This is an optimization exercise on Yosys and OpenROAD, whose aim is small area and a short achievable clock period, not a production implementation. The RTL was checked by simulation tests, not by an equivalence proof against the original design. The clock input has no modelled driver; a real chip could not lean on it and would need a root buffer or a full tree. Power figures rest on the tool's default switching activity, not on a simulated workload.

**flow/run.sh**
```bash
#!/bin/bash
# The standard layout (standard.sh) with these changes to how it is made:
# - plain buffers on the ports instead of the delay cells buffer_ports picks
#   by default;
# - after clock tree synthesis, flow/clock_tree.tcl replaces the clock tree
#   with a balanced two-level tree: four root buffers fed by the clock port,
#   each driving the leaf buffers of one region; every register sees one root
#   and one leaf buffer.
set -euo pipefail
export BUFFER_PORTS_ARGS="-buffer_cell sky130_fd_sc_hd__buf_1"
export CTS_ARGS="-sink_clustering_enable -repair_clock_nets -dont_use_dummy_load -buf_list {sky130_fd_sc_hd__clkbuf_8}"
export POST_CTS_TCL="$PWD/flow/clock_tree.tcl"
export CLOCK_TREE_ROOTS=4
export CLOCK_TREE_LEAVES=8
export CLOCK_TREE_ROOT_CELL=sky130_fd_sc_hd__clkbuf_8
export CLOCK_TREE_LEAF_CELL=sky130_fd_sc_hd__clkbuf_16
bash standard.sh > standard_make.log 2>&1
```
**flow/clock_tree.tcl**
```tcl
set nroot 4
set nleaf 8
set rootmaster sky130_fd_sc_hd__clkbuf_8
set leafmaster sky130_fd_sc_hd__clkbuf_16
foreach {v e} {nroot CLOCK_TREE_ROOTS nleaf CLOCK_TREE_LEAVES rootmaster CLOCK_TREE_ROOT_CELL leafmaster CLOCK_TREE_LEAF_CELL} {
  if {[info exists ::env($e)]} { set $v $::env($e) }
}

set block [ord::get_db_block]
set db [ord::get_db]
set port_net [$block findNet clk]

# walk the clock network from the port: buffers/inverters of the tree, sinks
set tree_insts {}
set tree_nets {}
set sinks {}
set todo [list $port_net]
while {[llength $todo]} {
  set net [lindex $todo 0]
  set todo [lrange $todo 1 end]
  foreach it [$net getITerms] {
    if {![$it isInputSignal]} { continue }
    set inst [$it getInst]
    set m [[$inst getMaster] getName]
    if {[string match "*clkbuf*" $m] || [string match "*clkinv*" $m] || [string match "sky130_fd_sc_hd__buf_*" $m] || [string match "*clkdlybuf*" $m] || [string match "*bufinv*" $m]} {
      lappend tree_insts $inst
      foreach ot [$inst getITerms] {
        if {[$ot isOutputSignal] && [$ot getNet] ne "NULL"} {
          lappend todo [$ot getNet]
          lappend tree_nets [$ot getNet]
        }
      }
    } else {
      lappend sinks $it
    }
  }
}
puts "clock_tree: [llength $tree_insts] tree cells, [llength $sinks] sinks"

# disconnect sinks, delete old tree
foreach it $sinks { $it disconnect }
foreach inst $tree_insts { odb::dbInst_destroy $inst }
foreach net $tree_nets { odb::dbNet_destroy $net }

# group sinks by location: recursive bisection along the longer side
proc sink_xy {it} {
  set inst [$it getInst]
  set b [$inst getBBox]
  return [list [expr {([$b xMin] + [$b xMax]) / 2}] [expr {([$b yMin] + [$b yMax]) / 2}]]
}
proc bisect {items n} {
  if {$n <= 1 || [llength $items] < 2} { return [list $items] }
  set xs {}; set ys {}
  foreach it $items { lassign [sink_xy $it] x y; lappend xs $x; lappend ys $y }
  set xs [lsort -integer $xs]; set ys [lsort -integer $ys]
  set dx [expr {[lindex $xs end] - [lindex $xs 0]}]
  set dy [expr {[lindex $ys end] - [lindex $ys 0]}]
  set axis [expr {$dx >= $dy ? 0 : 1}]
  set keyed {}
  foreach it $items { lappend keyed [list [lindex [sink_xy $it] $axis] $it] }
  set keyed [lsort -integer -index 0 $keyed]
  set n1 [expr {$n / 2}]
  set cut [expr {[llength $keyed] * $n1 / $n}]
  set a {}; set b {}
  set i 0
  foreach k $keyed { if {$i < $cut} { lappend a [lindex $k 1] } else { lappend b [lindex $k 1] }; incr i }
  return [concat [bisect $a $n1] [bisect $b [expr {$n - $n1}]]]
}
proc new_buffer {block master name in_net loads x y} {
  set net [odb::dbNet_create $block "${name}_net"]
  $net setSigType CLOCK
  set inst [odb::dbInst_create $block $master $name]
  $inst setSourceType TIMING
  $inst setLocation $x $y
  $inst setPlacementStatus PLACED
  [$inst findITerm A] connect $in_net
  [$inst findITerm X] connect $net
  foreach it $loads { $it connect $net }
  return $inst
}
proc centroid {items} {
  set sx 0; set sy 0
  foreach it $items { lassign [sink_xy $it] x y; incr sx $x; incr sy $y }
  return [list [expr {$sx / [llength $items]}] [expr {$sy / [llength $items]}]]
}
proc bisect_groups {groups n} {
  if {$n <= 1 || [llength $groups] < 2} { return [list $groups] }
  set xs {}; set ys {}
  foreach g $groups { lassign [centroid $g] x y; lappend xs $x; lappend ys $y }
  set xs [lsort -integer $xs]; set ys [lsort -integer $ys]
  set axis [expr {([lindex $xs end] - [lindex $xs 0]) >= ([lindex $ys end] - [lindex $ys 0]) ? 0 : 1}]
  set keyed {}
  foreach g $groups { lappend keyed [list [lindex [centroid $g] $axis] $g] }
  set keyed [lsort -integer -index 0 $keyed]
  set n1 [expr {$n / 2}]
  set cut [expr {[llength $keyed] * $n1 / $n}]
  set a {}; set b {}
  set i 0
  foreach k $keyed { if {$i < $cut} { lappend a [lindex $k 1] } else { lappend b [lindex $k 1] }; incr i }
  return [concat [bisect_groups $a $n1] [bisect_groups $b [expr {$n - $n1}]]]
}
set groups [bisect $sinks $nleaf]
if {$nroot == 0} {
  # one level: the port drives the leaf buffers directly
  set lmaster [$db findMaster $leafmaster]
  set l 0
  foreach g $groups {
    lassign [centroid $g] cx cy
    new_buffer $block $lmaster "clkbuf_leaf$l" $port_net $g $cx $cy
    puts "clock_tree: leaf $l drives [llength $g] sinks at ($cx, $cy)"
    incr l
  }
  set rootgroups {}
} else {
set rootgroups [bisect_groups $groups $nroot]
set rmaster [$db findMaster $rootmaster]
set lmaster [$db findMaster $leafmaster]
set r 0
set l 0
foreach rg $rootgroups {
  set all {}
  foreach g $rg { set all [concat $all $g] }
  lassign [centroid $all] rx ry
  set rnet [odb::dbNet_create $block "clknet_root$r"]
  $rnet setSigType CLOCK
  set rinst [odb::dbInst_create $block $rmaster "clkbuf_root$r"]
  $rinst setSourceType TIMING
  $rinst setLocation $rx $ry
  $rinst setPlacementStatus PLACED
  [$rinst findITerm A] connect $port_net
  [$rinst findITerm X] connect $rnet
  foreach g $rg {
    lassign [centroid $g] cx cy
    new_buffer $block $lmaster "clkbuf_leaf$l" $rnet $g $cx $cy
    puts "clock_tree: root $r leaf $l drives [llength $g] sinks at ($cx, $cy)"
    incr l
  }
  incr r
}
}
$port_net setSigType CLOCK
detailed_placement
check_placement
estimate_parasitics -placement
```
**standard.sh**
```bash
#!/bin/bash
# synth_recipe.tcl (not shown) runs the flow's synth.tcl, then flattens the netlist and writes it again
# the make line also repeats each setting of config.mk as NAME=value (left out here)
make -C /OpenROAD-flow-scripts/flow DESIGN_CONFIG=/design/flow/config.mk WORK_HOME=/design/flow/orfs CLKGATE_MAP_FILE= SYNTH_SCRIPT=/design/flow/synth_recipe.tcl "${@:-finish}"
```
**config.mk**
```make
export PLATFORM = sky130hd
export DESIGN_NAME = ADDER_TREE
export DESIGN_NICKNAME = ADDER_TREE
export VERILOG_FILES = /design/flow/design.v
export SDC_FILE = /design/flow/constraint.sdc
export NUM_CORES = 4
export LEC_CHECK = 0
export CAP_MARGIN = 20
export CORE_MARGIN = 2
export CORE_UTILIZATION = 72
export PLACE_DENSITY = 0.8
export SETUP_SLACK_MARGIN = 2.35
export SLEW_MARGIN = 20
```
**constraint.sdc**
```tcl
create_clock -name core_clock -period 4.0 [get_ports {clk}]
set_input_delay 0.8000 -clock core_clock [delete_from_list [all_inputs] [get_ports {clk}]]
set_output_delay 0.8000 -clock core_clock [all_outputs]
set_load 0.01 [all_outputs]
```
**design.v**
```verilog
module ADDER_TREE #(parameter DATA_IN_WIDTH = 8, DATA_OUT_WIDTH = 16)
  (clk, rst_n, ena, data_in1, data_in2, data_out, done, pipe);
  input clk, rst_n, ena;
  input [DATA_IN_WIDTH - 1:0] data_in1, data_in2;
  output [DATA_OUT_WIDTH:0] data_out;
  output done;
  output [6:0] pipe;
  reg        done;
  reg [6:0]  pipe;
  reg [7:0] a1, b1;
  always @(posedge clk)
    if (ena) begin
      a1 <= data_in1;
      b1 <= data_in2;
    end
  wire hs1 = (a1[2] & b1[0]) ^ (a1[1] & b1[1]);
  wire hc2 = (a1[2] & b1[0]) & (a1[1] & b1[1]);
  wire fs3 = (a1[3] & b1[0]) ^ (a1[2] & b1[1]) ^ (a1[1] & b1[2]);
  wire fc4 = ((a1[3] & b1[0]) & (a1[2] & b1[1])) | ((a1[3] & b1[0]) & (a1[1] & b1[2])) | ((a1[2] & b1[1]) & (a1[1] & b1[2]));
  wire fs5 = (a1[4] & b1[0]) ^ (a1[3] & b1[1]) ^ (a1[2] & b1[2]);
  wire fc6 = ((a1[4] & b1[0]) & (a1[3] & b1[1])) | ((a1[4] & b1[0]) & (a1[2] & b1[2])) | ((a1[3] & b1[1]) & (a1[2] & b1[2]));
  wire fs7 = (a1[5] & b1[0]) ^ (a1[4] & b1[1]) ^ (a1[3] & b1[2]);
  wire fc8 = ((a1[5] & b1[0]) & (a1[4] & b1[1])) | ((a1[5] & b1[0]) & (a1[3] & b1[2])) | ((a1[4] & b1[1]) & (a1[3] & b1[2]));
  wire fs9 = (a1[6] & b1[0]) ^ (a1[5] & b1[1]) ^ (a1[4] & b1[2]);
  wire fc10 = ((a1[6] & b1[0]) & (a1[5] & b1[1])) | ((a1[6] & b1[0]) & (a1[4] & b1[2])) | ((a1[5] & b1[1]) & (a1[4] & b1[2]));
  wire fs11 = (a1[7] & b1[0]) ^ (a1[6] & b1[1]) ^ (a1[5] & b1[2]);
  wire fc12 = ((a1[7] & b1[0]) & (a1[6] & b1[1])) | ((a1[7] & b1[0]) & (a1[5] & b1[2])) | ((a1[6] & b1[1]) & (a1[5] & b1[2]));
  wire fs13 = ~(a1[7] & b1[0]) ^ ~(a1[7] & b1[1]) ^ (a1[6] & b1[2]);
  wire fc14 = (~(a1[7] & b1[0]) & ~(a1[7] & b1[1])) | (~(a1[7] & b1[0]) & (a1[6] & b1[2])) | (~(a1[7] & b1[1]) & (a1[6] & b1[2]));
  reg [18:0] t2;
  reg [7:0] a2;
  reg [7:3] b2;
  always @(posedge clk) begin
    t2[0] <= (a1[0] & b1[0]);    
    t2[1] <= (a1[1] & b1[0]);    
    t2[2] <= (a1[0] & b1[1]);    
    t2[3] <= hs1;    
    t2[4] <= (a1[0] & b1[2]);    
    t2[5] <= hc2;    
    t2[6] <= fs3;    
    t2[7] <= fc4;    
    t2[8] <= fs5;    
    t2[9] <= fc6;    
    t2[10] <= fs7;    
    t2[11] <= fc8;    
    t2[12] <= fs9;    
    t2[13] <= fc10;    
    t2[14] <= fs11;    
    t2[15] <= fc12;    
    t2[16] <= fs13;    
    t2[17] <= fc14;    
    t2[18] <= ~(a1[7] & b1[2]);    
    a2 <= a1;
    b2 <= b1[7:3];
  end
  wire [3:0] sum15 = {1'b0, t2[3], t2[1], t2[0]} + {1'b0, t2[4], t2[2], 1'b0} + 1'b0;
  wire hs16 = t2[7] ^ t2[8];
  wire hc17 = t2[7] & t2[8];
  wire fs18 = t2[9] ^ t2[10] ^ (a2[2] & b2[3]);
  wire fc19 = (t2[9] & t2[10]) | (t2[9] & (a2[2] & b2[3])) | (t2[10] & (a2[2] & b2[3]));
  wire fs20 = t2[11] ^ t2[12] ^ (a2[3] & b2[3]);
  wire fc21 = (t2[11] & t2[12]) | (t2[11] & (a2[3] & b2[3])) | (t2[12] & (a2[3] & b2[3]));
  wire fs22 = t2[13] ^ t2[14] ^ (a2[4] & b2[3]);
  wire fc23 = (t2[13] & t2[14]) | (t2[13] & (a2[4] & b2[3])) | (t2[14] & (a2[4] & b2[3]));
  wire fs24 = t2[15] ^ t2[16] ^ (a2[5] & b2[3]);
  wire fc25 = (t2[15] & t2[16]) | (t2[15] & (a2[5] & b2[3])) | (t2[16] & (a2[5] & b2[3]));
  wire fs26 = t2[17] ^ t2[18] ^ (a2[6] & b2[3]);
  wire fc27 = (t2[17] & t2[18]) | (t2[17] & (a2[6] & b2[3])) | (t2[18] & (a2[6] & b2[3]));
  wire hs28 = t2[5] ^ t2[6];
  wire hc29 = t2[5] & t2[6];
  wire fs30 = hs16 ^ (a2[1] & b2[3]) ^ (a2[0] & b2[4]);
  wire fc31 = (hs16 & (a2[1] & b2[3])) | (hs16 & (a2[0] & b2[4])) | ((a2[1] & b2[3]) & (a2[0] & b2[4]));
  wire fs32 = hc17 ^ fs18 ^ (a2[1] & b2[4]);
  wire fc33 = (hc17 & fs18) | (hc17 & (a2[1] & b2[4])) | (fs18 & (a2[1] & b2[4]));
  wire fs34 = fc19 ^ fs20 ^ (a2[2] & b2[4]);
  wire fc35 = (fc19 & fs20) | (fc19 & (a2[2] & b2[4])) | (fs20 & (a2[2] & b2[4]));
  wire fs36 = fc21 ^ fs22 ^ (a2[3] & b2[4]);
  wire fc37 = (fc21 & fs22) | (fc21 & (a2[3] & b2[4])) | (fs22 & (a2[3] & b2[4]));
  wire fs38 = fc23 ^ fs24 ^ (a2[4] & b2[4]);
  wire fc39 = (fc23 & fs24) | (fc23 & (a2[4] & b2[4])) | (fs24 & (a2[4] & b2[4]));
  wire fs40 = fc25 ^ fs26 ^ (a2[5] & b2[4]);
  wire fc41 = (fc25 & fs26) | (fc25 & (a2[5] & b2[4])) | (fs26 & (a2[5] & b2[4]));
  wire fs42 = fc27 ^ ~(a2[7] & b2[3]) ^ (a2[6] & b2[4]);
  wire fc43 = (fc27 & ~(a2[7] & b2[3])) | (fc27 & (a2[6] & b2[4])) | (~(a2[7] & b2[3]) & (a2[6] & b2[4]));
  reg [20:0] t3;
  reg cy3;
  reg [7:0] a3;
  reg [7:5] b3;
  always @(posedge clk) begin
    t3[0] <= sum15[0];    
    t3[1] <= sum15[1];    
    t3[2] <= sum15[2];    
    t3[3] <= hs28;    
    t3[4] <= (a2[0] & b2[3]);    
    t3[5] <= hc29;    
    t3[6] <= fs30;    
    t3[7] <= fc31;    
    t3[8] <= fs32;    
    t3[9] <= fc33;    
    t3[10] <= fs34;    
    t3[11] <= fc35;    
    t3[12] <= fs36;    
    t3[13] <= fc37;    
    t3[14] <= fs38;    
    t3[15] <= fc39;    
    t3[16] <= fs40;    
    t3[17] <= fc41;    
    t3[18] <= fs42;    
    t3[19] <= fc43;    
    t3[20] <= ~(a2[7] & b2[4]);    
    cy3 <= sum15[3];    
    a3 <= a2;
    b3 <= b2[7:5];
  end
  wire [2:0] sum44 = {1'b0, t3[5], t3[3]} + {1'b0, t3[6], t3[4]} + cy3;
  wire hs45 = t3[9] ^ t3[10];
  wire hc46 = t3[9] & t3[10];
  wire fs47 = t3[11] ^ t3[12] ^ (a3[2] & b3[5]);
  wire fc48 = (t3[11] & t3[12]) | (t3[11] & (a3[2] & b3[5])) | (t3[12] & (a3[2] & b3[5]));
  wire fs49 = t3[13] ^ t3[14] ^ (a3[3] & b3[5]);
  wire fc50 = (t3[13] & t3[14]) | (t3[13] & (a3[3] & b3[5])) | (t3[14] & (a3[3] & b3[5]));
  wire fs51 = t3[15] ^ t3[16] ^ (a3[4] & b3[5]);
  wire fc52 = (t3[15] & t3[16]) | (t3[15] & (a3[4] & b3[5])) | (t3[16] & (a3[4] & b3[5]));
  wire fs53 = t3[17] ^ t3[18] ^ (a3[5] & b3[5]);
  wire fc54 = (t3[17] & t3[18]) | (t3[17] & (a3[5] & b3[5])) | (t3[18] & (a3[5] & b3[5]));
  wire fs55 = t3[19] ^ t3[20] ^ (a3[6] & b3[5]);
  wire fc56 = (t3[19] & t3[20]) | (t3[19] & (a3[6] & b3[5])) | (t3[20] & (a3[6] & b3[5]));
  wire hs57 = t3[7] ^ t3[8];
  wire hc58 = t3[7] & t3[8];
  wire fs59 = hs45 ^ (a3[1] & b3[5]) ^ (a3[0] & b3[6]);
  wire fc60 = (hs45 & (a3[1] & b3[5])) | (hs45 & (a3[0] & b3[6])) | ((a3[1] & b3[5]) & (a3[0] & b3[6]));
  wire fs61 = hc46 ^ fs47 ^ (a3[1] & b3[6]);
  wire fc62 = (hc46 & fs47) | (hc46 & (a3[1] & b3[6])) | (fs47 & (a3[1] & b3[6]));
  wire fs63 = fc48 ^ fs49 ^ (a3[2] & b3[6]);
  wire fc64 = (fc48 & fs49) | (fc48 & (a3[2] & b3[6])) | (fs49 & (a3[2] & b3[6]));
  wire fs65 = fc50 ^ fs51 ^ (a3[3] & b3[6]);
  wire fc66 = (fc50 & fs51) | (fc50 & (a3[3] & b3[6])) | (fs51 & (a3[3] & b3[6]));
  wire fs67 = fc52 ^ fs53 ^ (a3[4] & b3[6]);
  wire fc68 = (fc52 & fs53) | (fc52 & (a3[4] & b3[6])) | (fs53 & (a3[4] & b3[6]));
  wire fs69 = fc54 ^ fs55 ^ (a3[5] & b3[6]);
  wire fc70 = (fc54 & fs55) | (fc54 & (a3[5] & b3[6])) | (fs55 & (a3[5] & b3[6]));
  wire fs71 = fc56 ^ ~(a3[7] & b3[5]) ^ (a3[6] & b3[6]);
  wire fc72 = (fc56 & ~(a3[7] & b3[5])) | (fc56 & (a3[6] & b3[6])) | (~(a3[7] & b3[5]) & (a3[6] & b3[6]));
  reg [22:0] t4;
  reg cy4;
  reg [7:0] a4;
  reg [7:7] b4;
  always @(posedge clk) begin
    t4[0] <= t3[0];    
    t4[1] <= t3[1];    
    t4[2] <= t3[2];    
    t4[3] <= sum44[0];    
    t4[4] <= sum44[1];    
    t4[5] <= hs57;    
    t4[6] <= (a3[0] & b3[5]);    
    t4[7] <= hc58;    
    t4[8] <= fs59;    
    t4[9] <= fc60;    
    t4[10] <= fs61;    
    t4[11] <= fc62;    
    t4[12] <= fs63;    
    t4[13] <= fc64;    
    t4[14] <= fs65;    
    t4[15] <= fc66;    
    t4[16] <= fs67;    
    t4[17] <= fc68;    
    t4[18] <= fs69;    
    t4[19] <= fc70;    
    t4[20] <= fs71;    
    t4[21] <= fc72;    
    t4[22] <= ~(a3[7] & b3[6]);    
    cy4 <= sum44[2];    
    a4 <= a3;
    b4 <= b3[7:7];
  end
  wire [2:0] sum73 = {1'b0, t4[7], t4[5]} + {1'b0, t4[8], t4[6]} + cy4;
  wire hs74 = t4[9] ^ t4[10];
  wire hc75 = t4[9] & t4[10];
  wire fs76 = t4[11] ^ t4[12] ^ (a4[1] & b4[7]);
  wire fc77 = (t4[11] & t4[12]) | (t4[11] & (a4[1] & b4[7])) | (t4[12] & (a4[1] & b4[7]));
  wire fs78 = t4[13] ^ t4[14] ^ (a4[2] & b4[7]);
  wire fc79 = (t4[13] & t4[14]) | (t4[13] & (a4[2] & b4[7])) | (t4[14] & (a4[2] & b4[7]));
  wire fs80 = t4[15] ^ t4[16] ^ (a4[3] & b4[7]);
  wire fc81 = (t4[15] & t4[16]) | (t4[15] & (a4[3] & b4[7])) | (t4[16] & (a4[3] & b4[7]));
  wire fs82 = t4[17] ^ t4[18] ^ (a4[4] & b4[7]);
  wire fc83 = (t4[17] & t4[18]) | (t4[17] & (a4[4] & b4[7])) | (t4[18] & (a4[4] & b4[7]));
  wire fs84 = t4[19] ^ t4[20] ^ (a4[5] & b4[7]);
  wire fc85 = (t4[19] & t4[20]) | (t4[19] & (a4[5] & b4[7])) | (t4[20] & (a4[5] & b4[7]));
  wire fs86 = t4[21] ^ t4[22] ^ (a4[6] & b4[7]);
  wire fc87 = (t4[21] & t4[22]) | (t4[21] & (a4[6] & b4[7])) | (t4[22] & (a4[6] & b4[7]));
  reg [22:0] t5;
  reg cy5;
  always @(posedge clk) begin
    t5[0] <= t4[0];    
    t5[1] <= t4[1];    
    t5[2] <= t4[2];    
    t5[3] <= t4[3];    
    t5[4] <= t4[4];    
    t5[5] <= sum73[0];    
    t5[6] <= sum73[1];    
    t5[7] <= hs74;    
    t5[8] <= (a4[0] & b4[7]);    
    t5[9] <= hc75;    
    t5[10] <= fs76;    
    t5[11] <= fc77;    
    t5[12] <= fs78;    
    t5[13] <= fc79;    
    t5[14] <= fs80;    
    t5[15] <= fc81;    
    t5[16] <= fs82;    
    t5[17] <= fc83;    
    t5[18] <= fs84;    
    t5[19] <= fc85;    
    t5[20] <= fs86;    
    t5[21] <= fc87;    
    t5[22] <= ~(a4[7] & b4[7]);    
    cy5 <= sum73[2];    
  end
  wire [5:0] sum88 = {1'b0, t5[15], t5[13], t5[11], t5[9], t5[7]} + {1'b0, t5[16], t5[14], t5[12], t5[10], t5[8]} + cy5;
  reg [17:0] t6;
  reg cy6;
  always @(posedge clk) begin
    t6[0] <= t5[0];    
    t6[1] <= t5[1];    
    t6[2] <= t5[2];    
    t6[3] <= t5[3];    
    t6[4] <= t5[4];    
    t6[5] <= t5[5];    
    t6[6] <= t5[6];    
    t6[7] <= sum88[0];    
    t6[8] <= sum88[1];    
    t6[9] <= sum88[2];    
    t6[10] <= sum88[3];    
    t6[11] <= sum88[4];    
    t6[12] <= t5[17];    
    t6[13] <= t5[18];    
    t6[14] <= t5[19];    
    t6[15] <= t5[20];    
    t6[16] <= t5[21];    
    t6[17] <= t5[22];    
    cy6 <= sum88[5];    
  end
  wire [3:0] sum89 = {1'b0, t6[16], t6[14], t6[12]} + {1'b0, t6[17], t6[15], t6[13]} + cy6;
  reg [15:0] t7;
  always @(posedge clk) begin
    t7[0] <= t6[0];    
    t7[1] <= t6[1];    
    t7[2] <= t6[2];    
    t7[3] <= t6[3];    
    t7[4] <= t6[4];    
    t7[5] <= t6[5];    
    t7[6] <= t6[6];    
    t7[7] <= t6[7];    
    t7[8] <= t6[8];    
    t7[9] <= t6[9];    
    t7[10] <= t6[10];    
    t7[11] <= t6[11];    
    t7[12] <= sum89[0];    
    t7[13] <= sum89[1];    
    t7[14] <= sum89[2];    
    t7[15] <= sum89[3];    
  end
  wire [15:0] prod = {t7[15], t7[14], t7[13], t7[12], t7[11], t7[10], t7[9], t7[8], t7[7], t7[6], t7[5], t7[4], t7[3], t7[2], t7[1], t7[0]} ^ 16'h8000;
  reg [15:0] p8;
  reg        pipe0, valid;
  always @(posedge clk or negedge rst_n) begin
    if (!rst_n) begin
      pipe  <= 7'b0;
      pipe0 <= 1'b0;
      valid <= 1'b0;
      done  <= 1'b0;
      p8    <= 16'b0;
    end else begin
      pipe  <= {pipe[5:1], pipe0, pipe0 | ena};
      if (ena) pipe0 <= 1'b1;
      valid <= valid | pipe[5];
      done  <= valid;
      p8    <= prod & {16{valid}};
    end
  end
  assign data_out = {p8[15], p8};
endmodule
```
==> results of run 1 <==
## cell type report, without the clock buffers
type | instances | area share, %
flip-flops and latches | 199 | 63.7
multi-input cells | 157 | 24.7
repair buffers | 47 | 3.02
well taps | 105 | 1.95
inverters | 50 | 2.79
## worst reg2reg max path, delay by kind of cell, from the launching register on
kind / cells / cell delay (ps)
adder cells (fa/ha/maj): 2 / 630
flip-flops: 1 / 350
AND/OR/NAND/NOR: 1 / 180
buffers and inverters: 1 / 50
AO/OA/AOI/OAI: 1 / 170
XOR/XNOR: 1 / 170
## metal layers
metal	vias to the layer above	wire, µm	track usage, %
met3	10	316	3.21
li1	1328	-	-
met1	1311	3350	23.0
met2	57	4500	37.0
met5	-	0	0
met4	0	124	7.02
## where the power goes
| part | switching (mW) | leakage [nW] | total, mW | internal (mW) |
|---|---|---|---|---|
| sequential | 0.190 | 1.75 | 2.75 | 2.56 |
| clock | 0.515 | 0.127 | 0.966 | 0.452 |
| combinational | 0.479 | 1.05 | 0.871 | 0.392 |
| total | 1.18 | 2.93 | 4.58 | 3.40 |
## synthesized netlist by cell type, drive strengths merged
library cell  count
fa               45
edfxtp           16
or2               3
nor2              4
buf               1
xnor2             3
xor2              1
nand2            16
and2             63
a21oi             2
nand2b            1
o211ai            1
dfxtp           157
a21o              2
dfrtp            26
inv              50
o21ai             1
clkbuf            1
a211o             1
ha               13
nor2b             1
## path summary, 6_finish.rpt
check                      startpoint  endpoint  slack [ps]
min in group asynchronous       rst_n     p8[3]         500
max reg2reg                     t5[7]    t6[11]        2380
max                           pipe[0]   pipe[0]        2340
min reg2reg                     t5[3]     t6[3]         330
max in group asynchronous       rst_n   pipe[0]        3250
min                             t5[3]     t6[3]         330
## through the flow
| stage | std cells | cell area (µm²) |
|---|---|---|
| floorplan | 408 | 6120 |
| global placement | 555 | 6410 |
| detailed placement | 555 | 6410 |
| global route | 570 | 6720 |
| finish | 570 | 6720 |
## registers in the layout (all words and copies together), names as in the netlist, 16 cells and up
register and flops:
t4 23, t7 16, t2 19, t3 21
t6 18, p8 16, t5 23
## logic make-up after synthesis
family / after synthesis / synth area share, %
xor+xnor: 4 / 0.572
simple gates: 88 / 8.18
buf+inv: 52 / 3.25
compound gates: 7 / 0.818
flops: 199 / 69.8
fa+ha+maj: 58 / 17.4
==> qor.txt, run 1 <==
Sequential share of the synthesized area - 69.8%
Fin. max-slew vios - 0
Worst-path clk slew - 90 ps
Drt via density - 4.75
Slew of the pin with the lowest slew margin - 816 ps
Nets - 544
Clock Latency Late Sink - 290 ps
Fin crit share - 41.4%
Most common cell after layout, fill and taps aside - dfxtp_1
Total Neg Setup Slack - 0 ps
Post-route ant nets - 0
Setup slack after layout - 2340 ps
Slowest cell on crit path - dfrtp_1
Yosys reg bits - 199
Hold path cells - 0
Synth Net Count - 485
Routed wire length - 8300 µm
Fill count - 434
Most frequent cells in the layout - 155 x dfxtp_1, 60 x and2_1, 50 x inv_1, 44 x fa_1, 39 x buf_1
Skew final - 7.17 ps
Largest net degree at the start of global routing - 27
WP depth - 1
Power, Total - 4.58 mW
Worst-path maximum fanout - 1
Layout Utilization - 81.8%
Slew margin rel. - 45.6%
Multi-input logic area - 1660 µm²
Cells after Synth - 408
Initial Util - 74.5%
Die area - 9260 µm²
Max VDD drop - 0.395 mV
Yosys top cell by area - dfxtp_1
DP Worst Slack - 2180 ps
Outcome - timing/DRC/antenna clean
CTS sink count - 199
First-pass GRT wire length - 13600 µm
Leakage power - 2.93 nW
Netlist Area Pre-Place - 6120 µm²
Global placement routability congestion - 0.756
Finish-stage setup viols - 0
Port Buf Inserts - 43
Worst Hold Class - reg -> reg
Unrepaired setup endpoints after global routing - true
Crit path DAT - 860 ps
GRT Residual Overflow - 0
Diode count - 0
Hpwl dp - 4990 µm
Largest cells by area after synthesis - dfxtp_1 51%, fa_1 15%, dfrtp_1 11%, edfxtp_1 7.8%, and2_1 6.4%
Sequential Area - 4280 µm²
Bufs and invs on worst path - 1
# rows - 33
Die X - 96.2 µm
Per-cell routed wire length - 14.6 µm
Crit end category - output pin
DRT Pass-1 Iters - 4
P&R area growth vs syn - 9.79%
Unique masters post-synth - 21
Ports - 44
Drt initial violations - 68
DRC - 0
Setup crit start kind - flip-flop
Power per cell area - 682 nW/µm²
Antenna violations before repair - 0
Synth Warn # - 1
Crit Path Category - reg -> out
Top-area cell type share of the netlist area - 51.3%
Reg2Reg Depth - 6
Highest clock rate - 0.603 GHz
Cell family with most CP delay - flip-flops
Final Hold Viols - 0
CP cell instances - buf_6
Max stage delay on crit path - 430 ps
CP Data Required Time - 3200 ps
Layout cell share with drive strength beyond 1 - 6.67%
Vias in the first global route - 2956
Via Count - 2706
Core ar. - 8220 µm²
Period minus WS final - 1660 ps
Die Height - 96.2 µm
Avg Cell Area, Syn - 15.0 µm²
Max Cap Viol - 0
Hold Slack - 333 ps
Total Routing Usage GR - 19.9%
==> inputs of run 2 (changes only) <==
--- a/config.mk
+++ b/config.mk
@@ -8,6 +8,5 @@
 export CAP_MARGIN = 20
 export CORE_MARGIN = 2
 export CORE_UTILIZATION = 72
-export PLACE_DENSITY = 0.8
 export SETUP_SLACK_MARGIN = 2.35
 export SLEW_MARGIN = 20
==> run 2 against run 1 <==
Still clean. Critical path type unchanged. Combinational power down 6.7%. Total power decreased by 1.5%. Largest power group unchanged. Final cell count down 0.35%.
==> qor.txt, run 2 <==
Synth Net Count - 485
CTS sink count - 199
Fin. max-slew vios - 0
Slew margin rel. - 44.0%
Worst Hold Class - reg -> reg
Synth Warn # - 1
Crit path DAT - 860 ps
Cells after Synth - 408
Sequential share of the synthesized area - 69.8%
Power per cell area - 674 nW/µm²
Skew final - 13.1 ps
Per-cell routed wire length - 12.7 µm
GRT Residual Overflow - 0
Drt via density - 4.70
Port Buf Inserts - 43
Unrepaired setup endpoints after global routing - true
Hpwl dp - 4990 µm
Drt initial violations - 27
Global placement routability congestion - 0.735
P&R area growth vs syn - 9.40%
Finish-stage setup viols - 0
Die area - 9260 µm²
Slew of the pin with the lowest slew margin - 840 ps
Layout cell share with drive strength beyond 1 - 5.83%
Internal - 3.38 mW
Most frequent cells in the layout - 155 x dfxtp_1, 63 x and2_1, 50 x inv_1, 45 x fa_1, 36 x buf_1
Largest cells by area after synthesis - dfxtp_1 51%, fa_1 15%, dfrtp_1 11%, edfxtp_1 7.8%, and2_1 6.4%
Setup crit start kind - flip-flop
Layout Utilization - 81.5%
Worst-path maximum fanout - 2
Top FF cell, synth - dfxtp_1
Sequential Area - 4280 µm²
EDFF count, synth - 16
Die Height - 96.2 µm
Routed wire length - 7230 µm
CP cell instances - clkbuf_2
Combinational power share - 18.0%
Unique masters post-synth - 21
Initial Util - 74.5%
Most common cell after layout, fill and taps aside - dfxtp_1
Max VDD drop - 0.366 mV
Switch Pwr - 1.13 mW
Vias in the first global route - 2775
Via Count - 2672
Diode count - 0
# rows - 33
Seq pwr share - 60.5%
Yosys reg bits - 199
DP Worst Slack - 2180 ps
Max Cap Viol - 0
DRT Pass-1 Iters - 6
Avg Cell Area, Syn - 15.0 µm²
Highest clock rate - 0.603 GHz
CP Data Required Time - 3200 ps
Total Routing Usage GR - 17.3%
Clock power frac - 21.5%
Setup slack after layout - 2340 ps
Crit Path Category - reg -> out
Largest net degree at the start of global routing - 27
Yosys top cell by area - dfxtp_1
Nets - 542
Die X - 96.2 µm
DRC - 0
Biggest regs - t4 x23, t5 x23, t3 x21
Asr flop ratio synth - 13.1%
Multi-input logic area - 1650 µm²
Max stage delay on crit path - 420 ps
Leakage power - 2.92 nW
Cell Area, Placed - 6410 µm²
Fin area - 6700 µm²
Post-route ant nets - 0
Switching Share - 25.1%
Slowest cell on crit path - dfrtp_1
Final Hold Viols - 0
Netlist Area Pre-Place - 6120 µm²
Top-count cell post-synth - dfxtp_1
Top-area cell type share of the netlist area - 51.3%
Crit end category - output pin
Outcome - timing/DRC/antenna clean
Ports - 44
Fill count - 441
Top post-synthesis cells by count - 157 x dfxtp_1, 63 x and2_1, 50 x inv_1
Total Neg Setup Slack - 0 ps
First-pass GRT wire length - 12000 µm
Core ar. - 8220 µm²
Fin crit share - 41.4%
Worst-path clk slew - 90 ps
Clock Latency Late Sink - 290 ps
Period minus WS final - 1660 ps
Bufs and invs on worst path - 1
Antenna violations before repair - 0
Cell family with most CP delay - flip-flops
==> run 2: cell type report, without the clock buffers <==
class	count	area share, %
Sequential cell	199	63.9
Multi-Input combinational cell	157	24.6
Timing Repair Buffer	45	2.95
Inverter	50	2.80
Tap cell	105	1.96
==> run 2: per-stage QoR <==
stage / power (mW) / std cells / hold slack, ps
after floorplan: 3.33 / 408 / 310
after global placement: 3.49 / 555 / 310
after detailed placement: 3.58 / 555 / 312
after global routing: 4.81 / 568 / 335
final: 4.52 / 568 / 329
==> run 2: routing by layer <==
metal  global-route usage, %  share of wire (%)
met1                    19.2                 42
met2                    31.8                 52
met3                    4.39                4.1
met4                    6.07                1.4
met5                       0                  0
==> run 2: power groups by stage <==
stage	clock network, mW	registers, mW	logic, mW
final	0.970	2.73	0.813
after global routing	1.06	2.79	0.955
after detailed placement	0	2.78	0.806
after global placement	0	2.75	0.739
after floorplan	0	2.77	0.563
==> run 2: path summary, 6_finish.rpt <==
path | from | to | slack (ps) | cells after the start
max | pipe[1] | pipe[1] | 2340 | 1
min in group asynchronous | rst_n | pipe[1] | 490 | 2
min reg2reg | b2[5] | b3[5] | 330 | 0
min | b2[5] | b3[5] | 330 | 0
max reg2reg | b3[5] | t4[14] | 2420 | 3
max in group asynchronous | rst_n | p8[6] | 3260 | 2
==> run 2: logic make-up (layout without fill, tap and decap cells) <==
family	Yosys count	after routing	share of synthesized area [%]
DFF	199	199	69.8
buffers and inverters	52	107	3.25
adders and majority gates	58	58	17.4
and+or+nand+nor	88	88	8.18
xor gates and xnor gates	4	4	0.572
AOI/OAI and AO/OA	7	7	0.818
==> inputs of run 3 (changes only) <==
--- a/flow/run.sh
+++ b/flow/run.sh
@@ -12,6 +12,6 @@
 export POST_CTS_TCL="$PWD/flow/clock_tree.tcl"
 export CLOCK_TREE_ROOTS=4
 export CLOCK_TREE_LEAVES=8
-export CLOCK_TREE_ROOT_CELL=sky130_fd_sc_hd__clkbuf_8
+export CLOCK_TREE_ROOT_CELL=sky130_fd_sc_hd__clkbuf_16
 export CLOCK_TREE_LEAF_CELL=sky130_fd_sc_hd__clkbuf_16
 bash standard.sh > standard_make.log 2>&1
--- a/config.mk
+++ b/config.mk
@@ -7,6 +7,6 @@
 export LEC_CHECK = 0
 export CAP_MARGIN = 20
 export CORE_MARGIN = 2
-export CORE_UTILIZATION = 72
+export CORE_UTILIZATION = 80
 export SETUP_SLACK_MARGIN = 2.35
 export SLEW_MARGIN = 20
==> run 3 against run 2 <==
Still clean on timing, DRC and antenna. Synthesized cell count unchanged. Combinational power up 14%. Register-to-register slack worse by 40 ps. Hold slack better by 4.2 ps. Sequential power up 2%. Final cell count down 0.88%. Via count up 9.5%. Sequential share of layout area down 0.35 points. Clock skew down 5.0 ps. Synthesized area unchanged. Clock power up 9%. Final area up 0.69%. Critical path type unchanged. Critical endpoint is now pipe[0]. Largest cell class unchanged. Largest power group unchanged.
==> qor.txt, run 3 <==
Outcome - timing/DRC/antenna clean
Layout Utilization - 92.0%
Synth Warn # - 1
Multi-input logic area - 1670 µm²
DRT Pass-1 Iters - 6
Highest clock rate - 0.616 GHz
CTS sink count - 199
Max Cap Viol - 0
Ports - 44
Final cell count without fillers - 563
Biggest regs - t4 x23, t5 x23, t3 x21
DRC - 0
Die Height - 91.5 µm
Clock Latency Late Sink - 280 ps
Core ar. - 7330 µm²
Total Routing Usage GR - 28.6%
Finish-stage setup viols - 0
Port Buf Inserts - 43
Leakage power - 2.93 nW
Bufs and invs on worst path - 1
Fill count - 226
Nets - 543
Per-cell routed wire length - 18.9 µm
Most frequent cells in the layout - 154 x dfxtp_1, 59 x and2_1, 50 x inv_1, 44 x fa_1, 43 x buf_1
Top-area cell type share of the netlist area - 51.3%
Fin crit share - 40.6%
First-pass GRT wire length - 17400 µm
Drt initial violations - 150
Vias in the first global route - 3337
Routed wire length - 10600 µm
Layout cell share with drive strength beyond 1 - 6.03%
Most common cell after layout, fill and taps aside - dfxtp_1
Fin. max-slew vios - 0
Initial Util - 83.5%
Total placed cells including tap cells - 549
Top post-synthesis cells by count - 157 x dfxtp_1, 63 x and2_1, 50 x inv_1
Die area - 8370 µm²
EDFF count, synth - 16
Largest net degree at the start of global routing - 27
Global placement routability congestion - 0.725
Unique masters post-synth - 21
Hpwl dp - 5990 µm
Cells after Synth - 408
Netlist Area Pre-Place - 6120 µm²
Drt via density - 5.20
Synth Net Count - 485
CP Data Required Time - 3200 ps
Slew margin rel. - 43.9%
Yosys top cell by area - dfxtp_1
GRT Residual Overflow - 0
Skew final - 8.13 ps
Antenna violations before repair - 0
Die X - 91.5 µm
# rows - 31
Sequential share of the synthesized area - 69.8%
Avg Cell Area, Syn - 15.0 µm²
CP cell instances - buf_1
Cell family with most CP delay - flip-flops
Yosys reg bits - 199
Diode count - 0
Setup crit start kind - flip-flop
Largest cells by area after synthesis - dfxtp_1 51%, fa_1 15%, dfrtp_1 11%, edfxtp_1 7.8%, and2_1 6.4%
Crit Path Category - reg -> out
Via Count - 2927
Asr flop ratio synth - 13.1%
P&R area growth vs syn - 10.2%
Max stage delay on crit path - 380 ps
Max VDD drop - 0.526 mV
Post-route ant nets - 0
Slew of the pin with the lowest slew margin - 841 ps
Final Hold Viols - 0
Worst-path maximum fanout - 1
Power per cell area - 706 nW/µm²
Sequential Area - 4280 µm²
Top FF cell, synth - dfxtp_1
Top-count cell post-synth - dfxtp_1
Worst Hold Class - reg -> reg
Period minus WS final - 1620 ps
Unrepaired setup endpoints after global routing - true
Worst-path clk slew - 90 ps
Crit end category - output pin
Total Neg Setup Slack - 0 ps
Slowest cell on crit path - dfrtp_1
Crit path DAT - 820 ps
==> run 3: final timing paths <==
check                         from       to  slack [ps]  cells after the start
hold / removal               t5[2]    t6[2]         330                      0
min in group asynchronous    rst_n    p8[3]         550                      2
setup reg to reg             b2[3]   t3[10]        2380                      3
hold reg to reg              t5[2]    t6[2]         330                      0
max in group asynchronous    rst_n  pipe[6]        3200                      2
setup / recovery           pipe[0]  pipe[0]        2380                      1
==> run 3: where the power goes <==
| group | switching (mW) | leakage, nW | internal [mW] |
|---|---|---|---|
| sequential | 0.220 | 1.75 | 2.56 |
| clock | 0.526 | 0.148 | 0.538 |
| combinational | 0.521 | 1.03 | 0.401 |
| total | 1.27 | 2.93 | 3.50 |
==> run 3: through the flow <==
stage	power (mW)	instance area, µm²	worst slack [ps]	hold WS, ps
2_1_floorplan	3.33	6120	2490	310
3_3_place_gp	3.48	6400	2210	310
3_5_place_dp	3.62	6400	2200	312
5_1_grt	5.03	6740	2330	339
6_report	4.76	6740	2380	333
==> run 3: final cells by class, without the clock buffers <==
type | count | area share [%]
tap | 99 | 1.84
sequential | 199 | 63.5
timing repair buffer | 46 | 2.73
multi-input combinational | 157 | 24.7
inverter | 50 | 2.78
==> run 3: per-layer routing <==
layer / up-vias / global-route usage [%] / part of all wire, %
met4: 0 / 11.6 / 4.1
met3: 40 / 5.56 / 3.9
met2: 106 / 55.6 / 57
met1: 1452 / 29.5 / 35
met5: - / 0 / 0
li1: 1329 / - / -
==> run 3: cells by family after synthesis <==
logic type               share of synthesized area (%)
flip-flops                                        69.8
buffers and inverters                             3.25
AND/OR/NAND/NOR                                   8.18
AO/OA/AOI/OAI                                    0.818
XOR/XNOR                                         0.572
adder cells (fa/ha/maj)                           17.4
==> inputs of run 4 (changes only) <==
--- a/flow/run.sh
+++ b/flow/run.sh
@@ -10,8 +10,8 @@
 export BUFFER_PORTS_ARGS="-buffer_cell sky130_fd_sc_hd__buf_1"
 export CTS_ARGS="-sink_clustering_enable -repair_clock_nets -dont_use_dummy_load -buf_list {sky130_fd_sc_hd__clkbuf_8}"
 export POST_CTS_TCL="$PWD/flow/clock_tree.tcl"
-export CLOCK_TREE_ROOTS=4
-export CLOCK_TREE_LEAVES=8
-export CLOCK_TREE_ROOT_CELL=sky130_fd_sc_hd__clkbuf_16
+export CLOCK_TREE_ROOTS=0
+export CLOCK_TREE_LEAVES=4
+export CLOCK_TREE_ROOT_CELL=sky130_fd_sc_hd__clkbuf_8
 export CLOCK_TREE_LEAF_CELL=sky130_fd_sc_hd__clkbuf_16
 bash standard.sh > standard_make.log 2>&1
--- a/config.mk
+++ b/config.mk
@@ -7,6 +7,6 @@
 export LEC_CHECK = 0
 export CAP_MARGIN = 20
 export CORE_MARGIN = 2
-export CORE_UTILIZATION = 80
-export SETUP_SLACK_MARGIN = 2.35
+export CORE_UTILIZATION = 85
+export SETUP_SLACK_MARGIN = 2.4
 export SLEW_MARGIN = 20
==> run 4 against run 3 <==
The run now fails in 4_1_cts. Synthesized cell count stayed put. Synthesized area unchanged.
==> qor.txt, run 4 <==
Top FF cell, synth - dfxtp_1
# rows - 30
Initial Util - 89.1%
EDFF count, synth - 16
Top-count cell post-synth - dfxtp_1
Largest cells by area after synthesis - dfxtp_1 51%, fa_1 15%, dfrtp_1 11%, edfxtp_1 7.8%, and2_1 6.4%
Die Height - 88.9 µm
Yosys top cell by area - dfxtp_1
Global placement routability congestion - 0.722
Ports - 44
Top post-synthesis cells by count - 157 x dfxtp_1, 63 x and2_1, 50 x inv_1
Synth Net Count - 485
Die X - 88.9 µm
Outcome - did not finish
Yosys reg bits - 199
Hpwl dp - 7500 µm
Port Buf Inserts - 43
Netlist Area Pre-Place - 6120 µm²
Sequential share of the synthesized area - 69.8%
Synth Warn # - 1
Stop err - [ERROR DPL-0033] detailed placement checks failed during check placement.
Asr flop ratio synth - 13.1%
CTS sink count - 199
Top-area cell type share of the netlist area - 51.3%
Stop stage - 4_1_cts
Cells after Synth - 408
Cell Area, Placed - 6400 µm²
Unique masters post-synth - 21
Avg Cell Area, Syn - 15.0 µm²
run 4: through the flow:
stage               utilization, %  instances  hold WS [ps]  setup WS [ps]
detailed placement            93.2        546           312           2180
global placement              93.2        546           310           2210
floorplan                        -        408           310           2490
run 4: cells by family after synthesis:
| kind of cell | Yosys count | share of synthesized area (%) |
|---|---|---|
| flip-flops | 199 | 69.8 |
| AND/OR/NAND/NOR | 88 | 8.18 |
| adder cells (fa/ha/maj) | 58 | 17.4 |
| buffers and inverters | 52 | 3.25 |
| AO/OA/AOI/OAI | 7 | 0.818 |
| XOR/XNOR | 4 | 0.572 |
run 4: worst max path at each step:
stage | start | slack, ps | cells past startpoint | endpoint
after detailed placement | ena | 2180 | 1 | a1[3]
after global placement | ena | 2210 | 1 | a1[0]
after floorplan | b3[5] | 2490 | 3 | t4[16]
run 4: power groups by stage:
stage	clock [mW]	sequential (mW)	combinational, mW
2_1_floorplan	0	2.77	0.563
3_3_place_gp	0	2.75	0.729
3_5_place_dp	0	2.81	0.905
==> inputs of run 5 (changes only) <==
--- a/flow/run.sh
+++ b/flow/run.sh
@@ -10,8 +10,8 @@
 export BUFFER_PORTS_ARGS="-buffer_cell sky130_fd_sc_hd__buf_1"
 export CTS_ARGS="-sink_clustering_enable -repair_clock_nets -dont_use_dummy_load -buf_list {sky130_fd_sc_hd__clkbuf_8}"
 export POST_CTS_TCL="$PWD/flow/clock_tree.tcl"
-export CLOCK_TREE_ROOTS=0
-export CLOCK_TREE_LEAVES=4
+export CLOCK_TREE_ROOTS=4
+export CLOCK_TREE_LEAVES=12
 export CLOCK_TREE_ROOT_CELL=sky130_fd_sc_hd__clkbuf_8
-export CLOCK_TREE_LEAF_CELL=sky130_fd_sc_hd__clkbuf_16
+export CLOCK_TREE_LEAF_CELL=sky130_fd_sc_hd__clkbuf_8
 bash standard.sh > standard_make.log 2>&1
--- a/config.mk
+++ b/config.mk
@@ -7,6 +7,6 @@
 export LEC_CHECK = 0
 export CAP_MARGIN = 20
 export CORE_MARGIN = 2
-export CORE_UTILIZATION = 85
-export SETUP_SLACK_MARGIN = 2.4
+export CORE_UTILIZATION = 80
+export SETUP_SLACK_MARGIN = 2.45
 export SLEW_MARGIN = 20
==> run 5 against run 4 <==
Now clean on timing, DRC and antenna. Synthesized area did not move. Synthesized cell count did not move.
==> qor.txt, run 5 <==
Clock Latency Late Sink - 290 ps
# rows - 31
Top-count cell post-synth - dfxtp_1
Drt via density - 5.14
Crit end category - output pin
Top post-synthesis cells by count - 157 x dfxtp_1, 63 x and2_1, 50 x inv_1
Combinational family with the most area after synthesis - adder cells
Post-synthesis compound-gate area fraction - 0.817%
Most frequent cells in the layout - 152 x dfxtp_1, 53 x and2_1, 50 x inv_1, 34 x fa_1
Yosys reg bits - 199
Largest net degree at the start of global routing - 27
Global placement routability congestion - 0.725
Vias in the first global route - 3472
Highest clock rate - 0.607 GHz
CTS sink count - 199
Unrepaired setup endpoints after global routing - true
Diode count - 0
Layout cell share with drive strength beyond 1 - 16.5%
Initial Util - 83.5%
Port Buf Inserts - 43
Total Neg Setup Slack - 0 ps
Antenna violations before repair - 0
First-pass GRT wire length - 17600 µm
Asr flop ratio synth - 13.1%
Routed wire length - 11100 µm
Sequential share of the synthesized area - 69.8%
Bufs and invs on worst path - 1
Setup crit start kind - flip-flop
EDFF count, synth - 16
Hpwl dp - 5990 µm
DRT Pass-1 Iters - 4
Via Count - 2912
Netlist Area Pre-Place - 6120 µm²
Core ar. - 7330 µm²
Ports - 44
Post-route ant nets - 0
CP cell instances - clkbuf_2
Synth Warn # - 1
Worst Hold Class - reg -> reg
Largest cells by area after synthesis - dfxtp_1 51%, fa_1 15%, dfrtp_1 11%, edfxtp_1 7.8%, and2_1 6.4%
Post-synthesis adder-cell area fraction - 17.4%
Finish-stage setup viols - 0
Yosys top cell by area - dfxtp_1
Slew margin rel. - 67.0%
Xor/xnor cell area share of the yosys netlist - 0.572%
Final Hold Viols - 0
Avg Cell Area, Syn - 15.0 µm²
Leakage power - 2.98 nW
Fin area - 6750 µm²
Cells after Synth - 408
DRC - 0
Power per cell area - 691 nW/µm²
Top FF cell, synth - dfxtp_1
Slew of the pin with the lowest slew margin - 495 ps
Cell family with most CP delay - flip-flops
Cell Area, Placed - 6400 µm²
Drt initial violations - 76
Biggest regs - t4 x23, t5 x23, t3 x21
Multiplexer share of the synthesized area - 0%
Max VDD drop - 0.422 mV
Unique masters post-synth - 21
Slowest cell on crit path - dfrtp_1
P&R area growth vs syn - 10.2%
Worst-path clk slew - 90 ps
Total Routing Usage GR - 28.8%
Max stage delay on crit path - 420 ps
GRT Residual Overflow - 0
Period minus WS final - 1650 ps
Skew final - 18.0 ps
Fin. max-slew vios - 0
Outcome - timing/DRC/antenna clean
Synthesized-area fraction occupied by and/or/nand/nor cells - 8.17%
Crit Path Category - reg -> out
Die area - 8370 µm²
Per-cell routed wire length - 19.5 µm
Die Height - 91.5 µm
Max Cap Viol - 0
Synth Net Count - 485
Layout Utilization - 92.0%
Die X - 91.5 µm
Crit path DAT - 850 ps
Fin crit share - 41.2%
Most common cell after layout, fill and taps aside - dfxtp_1
Nets - 547
Worst-path maximum fanout - 3
CP Data Required Time - 3200 ps
Top-area cell type share of the netlist area - 51.3%
==> run 5: cell counts after synthesis <==
Identical to the previous run, type by type.
==> run 5: metrics by stage <==
| stage | setup slack, ps | power (mW) | instances | hold slack (ps) |
|---|---|---|---|---|
| 3_3_place_gp | 2210 | 3.48 | 549 | 310 |
| 6_report | 2350 | 4.66 | 567 | 332 |
| 5_1_grt | 2320 | 4.90 | 567 | 338 |
| 2_1_floorplan | 2490 | 3.33 | 408 | 310 |
| 3_5_place_dp | 2200 | 3.62 | 549 | 312 |
==> run 5: area by class of cell, without the clock buffers <==
type                            count  area, µm²
Multi-Input combinational cell    157       1710
Tap cell                           99        124
Fill cell                         215        584
Sequential cell                   199       4290
Inverter                           50        188
Timing Repair Buffer               46        216
==> run 5: worst paths after layout <==
check / from / to / slack, ps / depth (start not counted)
hold reg to reg: t5[0] / t6[0] / 330 / 0
setup reg to reg: b2[3] / t3[10] / 2370 / 3
max in group asynchronous: rst_n / pipe[0] / 3260 / 2
setup / recovery: pipe[5] / pipe[5] / 2350 / 1
min in group asynchronous: rst_n / p8[9] / 490 / 2
hold / removal: t5[0] / t6[0] / 330 / 0
==> run 5: logic make-up after synthesis <==
group / after synthesis
AO/OA/AOI/OAI: 7
XOR/XNOR: 4
adder cells (fa/ha/maj): 58
buffers and inverters: 52
flip-flops: 199
AND/OR/NAND/NOR: 88
==> run 5: power breakdown <==
group | switching (mW) | internal [mW] | total (mW)
Sequential | 0.223 | 2.56 | 2.78
Combinational | 0.555 | 0.443 | 0.998
Clock | 0.521 | 0.364 | 0.885
==> run 5: routing by layer <==
layer  global-route usage [%]  routed length (µm)  vias up
met3                     4.56                 379       33
met5                        0                   0        -
met1                     29.9                3870     1447
li1                         -                   -     1337
met4                     10.5                 393        0
met2                     57.3                6440       95
==> inputs of run 6 (changes only) <==
--- a/config.mk
+++ b/config.mk
@@ -7,6 +7,6 @@
 export LEC_CHECK = 0
 export CAP_MARGIN = 20
 export CORE_MARGIN = 2
-export CORE_UTILIZATION = 80
-export SETUP_SLACK_MARGIN = 2.45
+export CORE_UTILIZATION = 75
+export SETUP_SLACK_MARGIN = 2.42
 export SLEW_MARGIN = 20
==> run 6 against run 5 <==
Synthesized area is the same. Sequential power shrank 1%. Global-route usage shrank 9.6 points. Via count shrank 5.1%. Final cell count grew 1.1%. Sequential share of layout area shrank 0.13 points. Core utilization shrank 5.4 points. Total power shrank 3.3%. Clock skew shrank 1.6 ps. Critical endpoint is now pipe[1]. Fmax shrank 0.68%. Highest routed layer unchanged. Clock power shrank 0.6%.
==> qor.txt, run 6 <==
Reg2reg start - b3[5]
Largest net degree at the start of global routing - 27
Cell Area, Placed - 6410 µm²
Slowest cell on crit path - dfrtp_1
Max Cap Viol - 0
Top-area cell type share of the netlist area - 51.3%
Slew of the pin with the lowest slew margin - 819 ps
Die area - 8900 µm²
Max stage delay on crit path - 430 ps
Per-cell routed wire length - 13.4 µm
Drt via density - 4.82
Leakage power - 3.00 nW
Period minus WS final - 1660 ps
WHS Endpoint - t5[3]
Finish-stage setup viols - 0
Clock Latency Late Sink - 300 ps
Largest cells by area after synthesis - dfxtp_1 51%, fa_1 15%, dfrtp_1 11%, edfxtp_1 7.8%, and2_1 6.4%
Yosys reg bits - 199
Most frequent cells in the layout - 151 x dfxtp_1, 53 x and2_1, 50 x inv_1, 43 x fa_1, 26 x dfrtp_1
Top-count cell post-synth - dfxtp_1
Outcome - timing/DRC/antenna clean
DRC - 0
DP Worst Slack - 2180 ps
Drt initial violations - 63
Hpwl dp - 5200 µm
Top FF cell, synth - dfxtp_1
WP depth - 1
Post-route ant nets - 0
Vias in the first global route - 2945
Power, Total - 4.51 mW
Reg2Reg Depth - 3
R2R Path End - t4[14]
Initial Util - 78.4%
Nets - 550
Biggest regs - t4 x23, t5 x23, t3 x21
Setup slack after layout - 2340 ps
Synth Net Count - 485
Diode count - 0
Total Routing Usage GR - 19.2%
Unique masters post-synth - 21
Highest clock rate - 0.603 GHz
Skew final - 16.4 ps
Asr flop ratio synth - 13.1%
Final cell count without fillers - 573
Fin area - 6760 µm²
Crit Path Category - reg -> out
Final Hold Viols - 0
CTS sink count - 199
First-pass GRT wire length - 12900 µm
Cell family with most CP delay - flip-flops
Unrepaired setup endpoints after global routing - true
Sequential share of the synthesized area - 69.8%
# rows - 32
Crit end category - output pin
Top post-synthesis cells by count - 157 x dfxtp_1, 63 x and2_1, 50 x inv_1
Core ar. - 7810 µm²
EDFF count, synth - 16
Total placed cells including tap cells - 552
Slew margin rel. - 45.4%
Via Count - 2764
Worst Hold Class - reg -> reg
Routed wire length - 7700 µm
Total Neg Setup Slack - 0 ps
Power per cell area - 667 nW/µm²
Avg Cell Area, Syn - 15.0 µm²
Most common cell after layout, fill and taps aside - dfxtp_1
Hold path cells - 0
Synth Warn # - 1
CP cell instances - clkbuf_2
GRT Residual Overflow - 0
Fin crit share - 41.5%
Yosys top cell by area - dfxtp_1
Global placement routability congestion - 0.738
Ports - 44
Worst-path clk slew - 90 ps
Crit path DAT - 860 ps
CP Data Required Time - 3200 ps
Antenna violations before repair - 0
Die X - 94.4 µm
Setup crit start kind - flip-flop
Max VDD drop - 0.366 mV
DRT Pass-1 Iters - 4
Die Height - 94.4 µm
Bufs and invs on worst path - 1
Netlist Area Pre-Place - 6120 µm²
Layout cell share with drive strength beyond 1 - 14.9%
Cells after Synth - 408
R2R setup slack - 2420 ps
Port Buf Inserts - 43
Worst-path maximum fanout - 2
Fin. max-slew vios - 0
P&R area growth vs syn - 10.5%
Hold_sp - t4[3]
[run 6: cell type report, without the clock buffers]
cell class              instances  area (µm²)
repair buffers                 49         243
well taps                     102         128
multi-input cells             157        1700
inverters                      50         188
flip-flops and latches        199        4290
fillers                       369        1040
[run 6: cells by family (layout without fill, tap and decap cells)]
logic type               after synthesis  after routing  share of synthesized area, %
AND/OR/NAND/NOR                       88             88                          8.18
buffers and inverters                 52            115                          3.25
XOR/XNOR                               4              4                         0.572
adder cells (fa/ha/maj)               58             58                          17.4
AO/OA/AOI/OAI                          7              7                         0.818
flip-flops                           199            199                          69.8
[run 6: layer usage]
layer | wire (µm) | share of wire [%] | vias up | track usage [%]
met1 | 2950 | 38 | 1328 | 21.2
met3 | 316 | 4.1 | 23 | 3.67
li1 | - | - | 1343 | -
met2 | 4180 | 54 | 70 | 36.2
met5 | 0 | 0 | - | 0
met4 | 257 | 3.3 | 0 | 8.09
[run 6: worst reg2reg max path: stages, from the launching register on]
cell and delay [ps]:
dfxtp_4 380, and2_4 140, fa_1 480, fa_1 470
[run 6: stage by stage]
step                hold slack (ps)  util (%)
finish                          319      86.6
global route                    335      86.6
detailed placement              312      82.1
global placement                310      82.1
floorplan                       310         -
[run 6: report_power, final]
group / switching, mW / internal (mW) / leakage [nW]
clock network: 0.516 / 0.364 / 0.115
logic: 0.470 / 0.419 / 1.14
registers: 0.182 / 2.56 / 1.75
total: 1.17 / 3.34 / 3.00
[run 6: worst max path at each step]
stage	slack, ps	start	end
finish	2340	pipe[1]	pipe[1]
global route	2320	pipe[1]	pipe[1]
detailed placement	2180	ena	b1[1]
global placement	2200	ena	a1[0]
floorplan	2490	b3[5]	t4[16]
==> inputs of run 7 (changes only) <==
--- a/config.mk
+++ b/config.mk
@@ -7,6 +7,6 @@
 export LEC_CHECK = 0
 export CAP_MARGIN = 20
 export CORE_MARGIN = 2
-export CORE_UTILIZATION = 75
-export SETUP_SLACK_MARGIN = 2.42
+export CORE_UTILIZATION = 80
+export SETUP_SLACK_MARGIN = 2.35
 export SLEW_MARGIN = 20
==> run 7 against run 6 <==
Combinational power grew 4.8%. Sequential share of layout area rose by 0.90 points. Synthesized cell count unchanged. Setup slack improved by 28 ps. Largest power group unchanged. Highest routed layer unchanged. Clock power is 2.5% higher. Critical endpoint is now data_out[1]. Largest cell class unchanged. Final cell count fell by 1.2%.
==> qor.txt, run 7 <==
Bufs and invs on worst path - 1
Max VDD drop - 0.471 mV
Top post-synthesis cells by count - 157 x dfxtp_1, 63 x and2_1, 50 x inv_1
Total Neg Setup Slack - 0 ps
DRC - 0
Routed wire length - 10500 µm
Internal - 3.33 mW
Hpwl dp - 5990 µm
First-pass GRT wire length - 17000 µm
Fill count - 255
Leakage power - 2.91 nW
Switching Share - 27.9%
Yosys reg bits - 199
Slew margin rel. - 44.5%
Most common cell after layout, fill and taps aside - dfxtp_1
Finish-stage setup viols - 0
Ports - 44
Clock Latency Late Sink - 300 ps
EDFF count, synth - 16
Die Height - 91.5 µm
Initial Util - 83.5%
Combinational power share - 20.2%
CP Data Required Time - 3200 ps
Crit Path Category - reg -> out
Outcome - timing/DRC/antenna clean
Per-cell routed wire length - 18.6 µm
Yosys top cell by area - dfxtp_1
Power per cell area - 692 nW/µm²
Final Hold Viols - 0
Post-route ant nets - 0
Unique masters post-synth - 21
Seq pwr share - 60.2%
Max stage delay on crit path - 410 ps
Top-count cell post-synth - dfxtp_1
GRT Residual Overflow - 0
Nets - 546
Die area - 8370 µm²
P&R area growth vs syn - 8.85%
Most frequent cells in the layout - 153 x dfxtp_1, 60 x and2_1, 50 x inv_1, 43 x fa_1, 38 x buf_1
Worst Hold Class - reg -> reg
Reg2reg start - b2[3]
Clock power frac - 19.6%
CTS sink count - 199
Hold_sp - b2[6]
Top FF cell, synth - dfxtp_1
Avg Cell Area, Syn - 15.0 µm²
Netlist Area Pre-Place - 6120 µm²
Hold Slack - 328 ps
Fin. max-slew vios - 0
Max Cap Viol - 0
Largest net degree at the start of global routing - 27
Slew of the pin with the lowest slew margin - 833 ps
Sequential share of the synthesized area - 69.8%
Highest clock rate - 0.613 GHz
Fin crit share - 40.8%
Synth Warn # - 1
CP cell instances - clkbuf_2
Crit path DAT - 830 ps
Setup crit start kind - flip-flop
Biggest regs - t4 x23, t5 x23, t3 x21
Drt initial violations - 107
Largest cells by area after synthesis - dfxtp_1 51%, fa_1 15%, dfrtp_1 11%, edfxtp_1 7.8%, and2_1 6.4%
Worst-path maximum fanout - 1
Drt via density - 5.13
Switch Pwr - 1.28 mW
Vias in the first global route - 3371
Total Routing Usage GR - 27.7%
Top-area cell type share of the netlist area - 51.3%
Layout cell share with drive strength beyond 1 - 7.92%
Slowest cell on crit path - dfrtp_1
Asr flop ratio synth - 13.1%
DRT Pass-1 Iters - 5
Cells after Synth - 408
Port Buf Inserts - 43
Critical Path Source - p8[1]
Via Count - 2906
Unrepaired setup endpoints after global routing - true
Antenna violations before repair - 0
Worst-path clk slew - 100 ps
Period minus WS final - 1630 ps
# rows - 31
Cell family with most CP delay - flip-flops
Crit end category - output pin
Global placement routability congestion - 0.725
Synth Net Count - 485
Skew final - 13.6 ps
Diode count - 0
Core ar. - 7330 µm²
Die X - 91.5 µm
==> run 7: cell counts after synthesis <==
Identical to the previous run, type by type.
==> run 7: area by class of cell, without the clock buffers <==
class | instances | area (µm²) | share of cell area (%)
Sequential cell | 199 | 4280 | 64.3
Multi-Input combinational cell | 157 | 1670 | 25.0
Inverter | 50 | 188 | 2.82
Timing Repair Buffer | 45 | 183 | 2.74
Tap cell | 99 | 124 | 1.86
==> run 7: worst register-to-register path, delay by kind of cell, from the launching register on <==
family	cells	cell delay [ps]
adder cells (fa/ha/maj)	2	960
flip-flops	1	380
AND/OR/NAND/NOR	1	160
==> run 7: final timing paths <==
kind                                to  cells after the start  slack, ps
min reg2reg                      b3[6]                      0        330
max reg2reg                     t3[10]                      3       2380
max                        data_out[1]                      1       2370
max in group asynchronous       p8[15]                      2       3260
min                              b3[6]                      0        330
min in group asynchronous      pipe[3]                      2        480
==> run 7: logic make-up after synthesis <==
| group | after synthesis | synth area share [%] |
|---|---|---|
| adder cells (fa/ha/maj) | 58 | 17.4 |
| XOR/XNOR | 4 | 0.572 |
| AND/OR/NAND/NOR | 88 | 8.18 |
| buffers and inverters | 52 | 3.25 |
| AO/OA/AOI/OAI | 7 | 0.818 |
| flip-flops | 199 | 69.8 |
==> run 7: stage by stage <==
stage,cell area [µm²],total power [mW],worst slack [ps],utilization (%),std cells
after global placement,6400,3.48,2210,87.4,549
after floorplan,6120,3.33,2490,-,408
final,6660,4.61,2370,90.9,566
after detailed placement,6400,3.62,2200,87.4,549
after global routing,6660,4.86,2330,90.9,566
==> run 7: power groups by stage <==
stage | sequential [mW] | clock (mW) | combinational, mW
finish | 2.78 | 0.902 | 0.932
global route | 2.82 | 0.982 | 1.05
detailed placement | 2.79 | 0 | 0.831
global placement | 2.75 | 0 | 0.733
floorplan | 2.77 | 0 | 0.563
==> run 7: per-layer routing <==
layer,GRT usage [%],share of wire (%),up-vias
met3,5.64,3.5,27
met5,0,0,-
met4,10.1,3.0,0
li1,-,-,1337
met2,53.7,57,80
met1,29.1,37,1462

[static timing again, ports no longer ideal]
The flow's constraints put no driver on any port. The routed layouts listed below were extracted and timed again, unchanged, in two steps.
Step 1 sets driving cells, clkbuf_16 on the clock port and buf_2 on the other inputs (assumed; they add their load-dependent delay and slew).
Step 2 moves the port delays by t, midway between the first and last clock arrival at a register: inputs arrive t later, outputs are due t later. That takes back most of the time a late clock gives input paths.
Slacks: no drivers / after step 1 / after step 2; pairs: no drivers / after step 1.
| run | t, ns | slack for setup (ns) | worst data-port slew with drivers (ns) |
|---|---|---|---|
| run 1 | 0.349 | 2.342 / 2.276 / 2.209 | 0.03 |
| run 2 | 0.348 | 2.343 / 2.282 / 2.194 | 0.04 |
| run 3 | 0.358 | 2.377 / 2.297 / 2.190 | 0.04 |
| run 5 | 0.347 | 2.352 / 2.289 / 2.368 | 0.04 |
| run 6 | 0.346 | 2.341 / 2.282 / 2.207 | 0.04 |
| run 7 | 0.353 | 2.369 / 2.305 / 2.192 | 0.05 |
After both steps every run listed still meets setup and hold. For run 3, which loses most, drivers alone change the setup slack by -0.080 ns; drivers and shift together by -0.187 ns.
